Source: an optimization exercise on an open RTL-to-GDS flow (aim: small area and a short achievable clock period). Production flows keep margins and buffers that such runs may drop.
The RTL was checked by simulation tests, not by an equivalence proof against the original design.

==> job 7677: inputs <==
Design ConvEngine, start of the top module:
module ConvEngine (
    input         clk,
    input         rst,
    input  [31:0] DMAport,
    input         acc_enable,
    input         acc_clear,
    output [31:0] result
);
  reg  [23:0] R0, R1, R2, R3, R4, R5;
  reg  [5:0]  z;               
  reg  [2:0]  lr;              
  reg  [31:0] acc_p, acc_g;    
  reg  [17:0] Ws, Wc, V;       
  reg  [2:0]  wrow;            
  wire [18:0] t1a, t1b;        
  wire [31:0] early;           
  wire [31:0] t2p, t2g;        
  wire [17:0] wres;            
  wire       wr  = DMAport[7];
  wire [2:0] sel = DMAport[2:0];
  wire [23:0] data = DMAport[31:8];
  wire       valid = wr & (sel < 3'd6);
  always @(posedge clk) begin
    if (wr) begin
      case (sel)
        3'd0: R0 <= data;
        3'd1: R1 <= data;
        3'd2: R2 <= data;
        3'd3: R3 <= data;
        3'd4: R4 <= data;
        3'd5: R5 <= data;
        default: ;
      endcase
    end
  end
  wire [2:0] lrn = valid ? ((sel == 3'd0 || sel == 3'd3) ? 3'b001 :
                            (sel == 3'd1 || sel == 3'd4) ? 3'b010 : 3'b100) : lr;
  wire [5:0] zn = z & ~({5'd0, valid} << sel);
  always @(posedge clk or posedge rst) begin
    if (rst) begin
      z <= 6'b111111;
      lr <= 3'b001;
    end else begin
      z <= zn;
      lr <= lrn;
    end
  end
  wire       wp = valid & (sel < 3'd3);      
  wire       wk = valid & (sel >= 3'd3);     
  wire [2:0] qp = {3{~wp}} & lrn & ~z[2:0];
  wire [2:0] qk = {3{~wk}} & lrn & ~z[5:3];
  wire [23:0] xp_n = ({24{wp}} & data) | ({24{qp[0]}} & R0) | ({24{qp[1]}} & R1) | ({24{qp[2]}} & R2);
  wire [23:0] xk_n = ({24{wk}} & data) | ({24{qk[0]}} & R3) | ({24{qk[1]}} & R4) | ({24{qk[2]}} & R5);
  wire [11:0] bo_n, bt_n, bn_n;
  genvar gm, gi;
  generate
    for (gm = 0; gm < 3; gm = gm + 1) begin : enc
      wire [7:0] k = xk_n[16 - 8 * gm +: 8];
      wire [8:0] kx = {k, 1'b0};
      for (gi = 0; gi < 4; gi = gi + 1) begin : dig
  ...
export LEC_CHECK = 0
export CAP_MARGIN = 20
export CORE_MARGIN = 2
export CORE_UTILIZATION = 40
export CTS_CLUSTER_DIAMETER = 100
export CTS_CLUSTER_SIZE = 30
export GPL_TIMING_DRIVEN = 0
export SETUP_SLACK_MARGIN = 5
export SLEW_MARGIN = 20
export SYNTH_HIERARCHICAL = 1
export SYNTH_MINIMUM_KEEP_SIZE = 0
export TNS_END_PERCENT = 5
create_clock -name core_clock -period 10.0 [get_ports {clk}]
standard.sh (not shown) runs the stock make flow with config.mk's settings and CLKGATE_MAP_FILE= SYNTH_SCRIPT=/design/flow/synth_recipe.tcl, a recipe that flattens the netlist after the stock synthesis.
==> flow/flow/run.sh <==
#!/bin/bash
# The standard layout (standard.sh, same synthesis and steps), with three changes:
#  - plain buffers (buf_2), not delay cells, on the ports;
#  - between synthesis and floorplan, flow/polarity.py removes the inverters that Yosys's
#    full-adder extraction leaves between full adders, by flipping full adders instead (a full
#    adder is self-dual); registers are untouched;
#  - repair aims at 5.2 ns of setup slack (config.mk's TNS_END_PERCENT keeps it to the worst
#    endpoints).
# Each tool's output goes to a log file of its own in this folder.
set -euo pipefail
PORTBUF="BUFFER_PORTS_ARGS=-buffer_cell sky130_fd_sc_hd__buf_2"
bash standard.sh "$PORTBUF" synth > flow_synth.log 2>&1
NET=orfs/results/sky130hd/ConvEngine/base/1_2_yosys.v
cp "$NET" 1_2_yosys_before_polarity.v
python3 flow/polarity.py "$NET" > flow_polarity.log 2>&1
sleep 1
touch "$NET"
bash standard.sh "$PORTBUF" SETUP_SLACK_MARGIN=5.2 finish > flow_make.log 2>&1
Other scripts of this flow, unchanged in this note and not shown: flow/flow/polarity.py
==> job 5673 (differences from job 7677) <==
==> flow/flow/run.sh (replaced) <==
#!/bin/bash
# The standard layout, with two changes: plain buffers (not delay cells) on the ports, and, between
# synthesis and floorplan, flow/polarity.py removes the inverters that Yosys's full-adder
# extraction leaves between full adders (it flips full adders, which are self-dual, instead).
set -euo pipefail
PORTBUF="BUFFER_PORTS_ARGS=-buffer_cell sky130_fd_sc_hd__buf_2"
bash standard.sh "$PORTBUF" synth > flow_synth.log 2>&1
NET=orfs/results/sky130hd/ConvEngine/base/1_2_yosys.v
cp "$NET" 1_2_yosys_before_polarity.v
python3 flow/polarity.py "$NET" > flow_polarity.log 2>&1
sleep 1
touch "$NET"
bash standard.sh "$PORTBUF" SETUP_SLACK_MARGIN=5.2 finish > flow_make.log 2>&1
Settings changed: CTS_CLUSTER_DIAMETER 100 to 80, CTS_CLUSTER_SIZE 30 to 25, GPL_TIMING_DRIVEN 0 to default.
==> comparison <==
Between job 5673 and job 7677, the lower routed wire length is in job 5673 (gap 8.9%, measured against job 7677).
In job 7677 the core utilization is higher than in job 5673, by 0.80 points.
In job 5673 the hold slack is worse than in job 7677, by 0.0021 ns.
In job 7677 the maximum frequency is lower than in job 5673, by about 1.5%.
Of job 7677 and job 5673, job 7677 has the higher final area (gap about 1.8%, measured against job 5673).
Critical path depth is the same in job 7677 and job 5673.
In job 5673 the final cell count is smaller than in job 7677, by about 3.6%.
In register-to-register slack, job 7677 and job 5673 hardly differ.
In job 7677 the worst setup slack is worse than in job 5673, by 0.071 ns.

[re-timing with driven ports]
How much do the figures lean on ideal ports? The routed layouts below were timed once more, with nothing changed but the port constraints. Step 1, drivers: a clkbuf_16 drives clk and a buf_2 each remaining input, both assumed. Step 2 moves the port delays by t, midway between the first and last clock arrival at a register: inputs arrive t later, outputs are due t later. That takes back most of the time a late clock gives input paths. a / b / c = ideal ports / drivers / drivers and shift; a / b = the first two.
run | t, ns | slack for setup (ns) | worst hold slack (ns) | latest minus earliest clock arrival (ns)
job 7677 | 0.597 | 5.196 / 5.141 / 4.963 | 0.456 / 0.456 / 0.456 | 0.035 / 0.035
job 5673 | 0.597 | 5.268 / 5.211 / 4.875 | 0.454 / 0.454 / 0.454 | 0.039 / 0.039
After both steps setup and hold are still met in every run listed. For job 5673, which loses most, drivers alone change the setup slack by -0.057 ns; drivers and shift together by -0.393 ns.
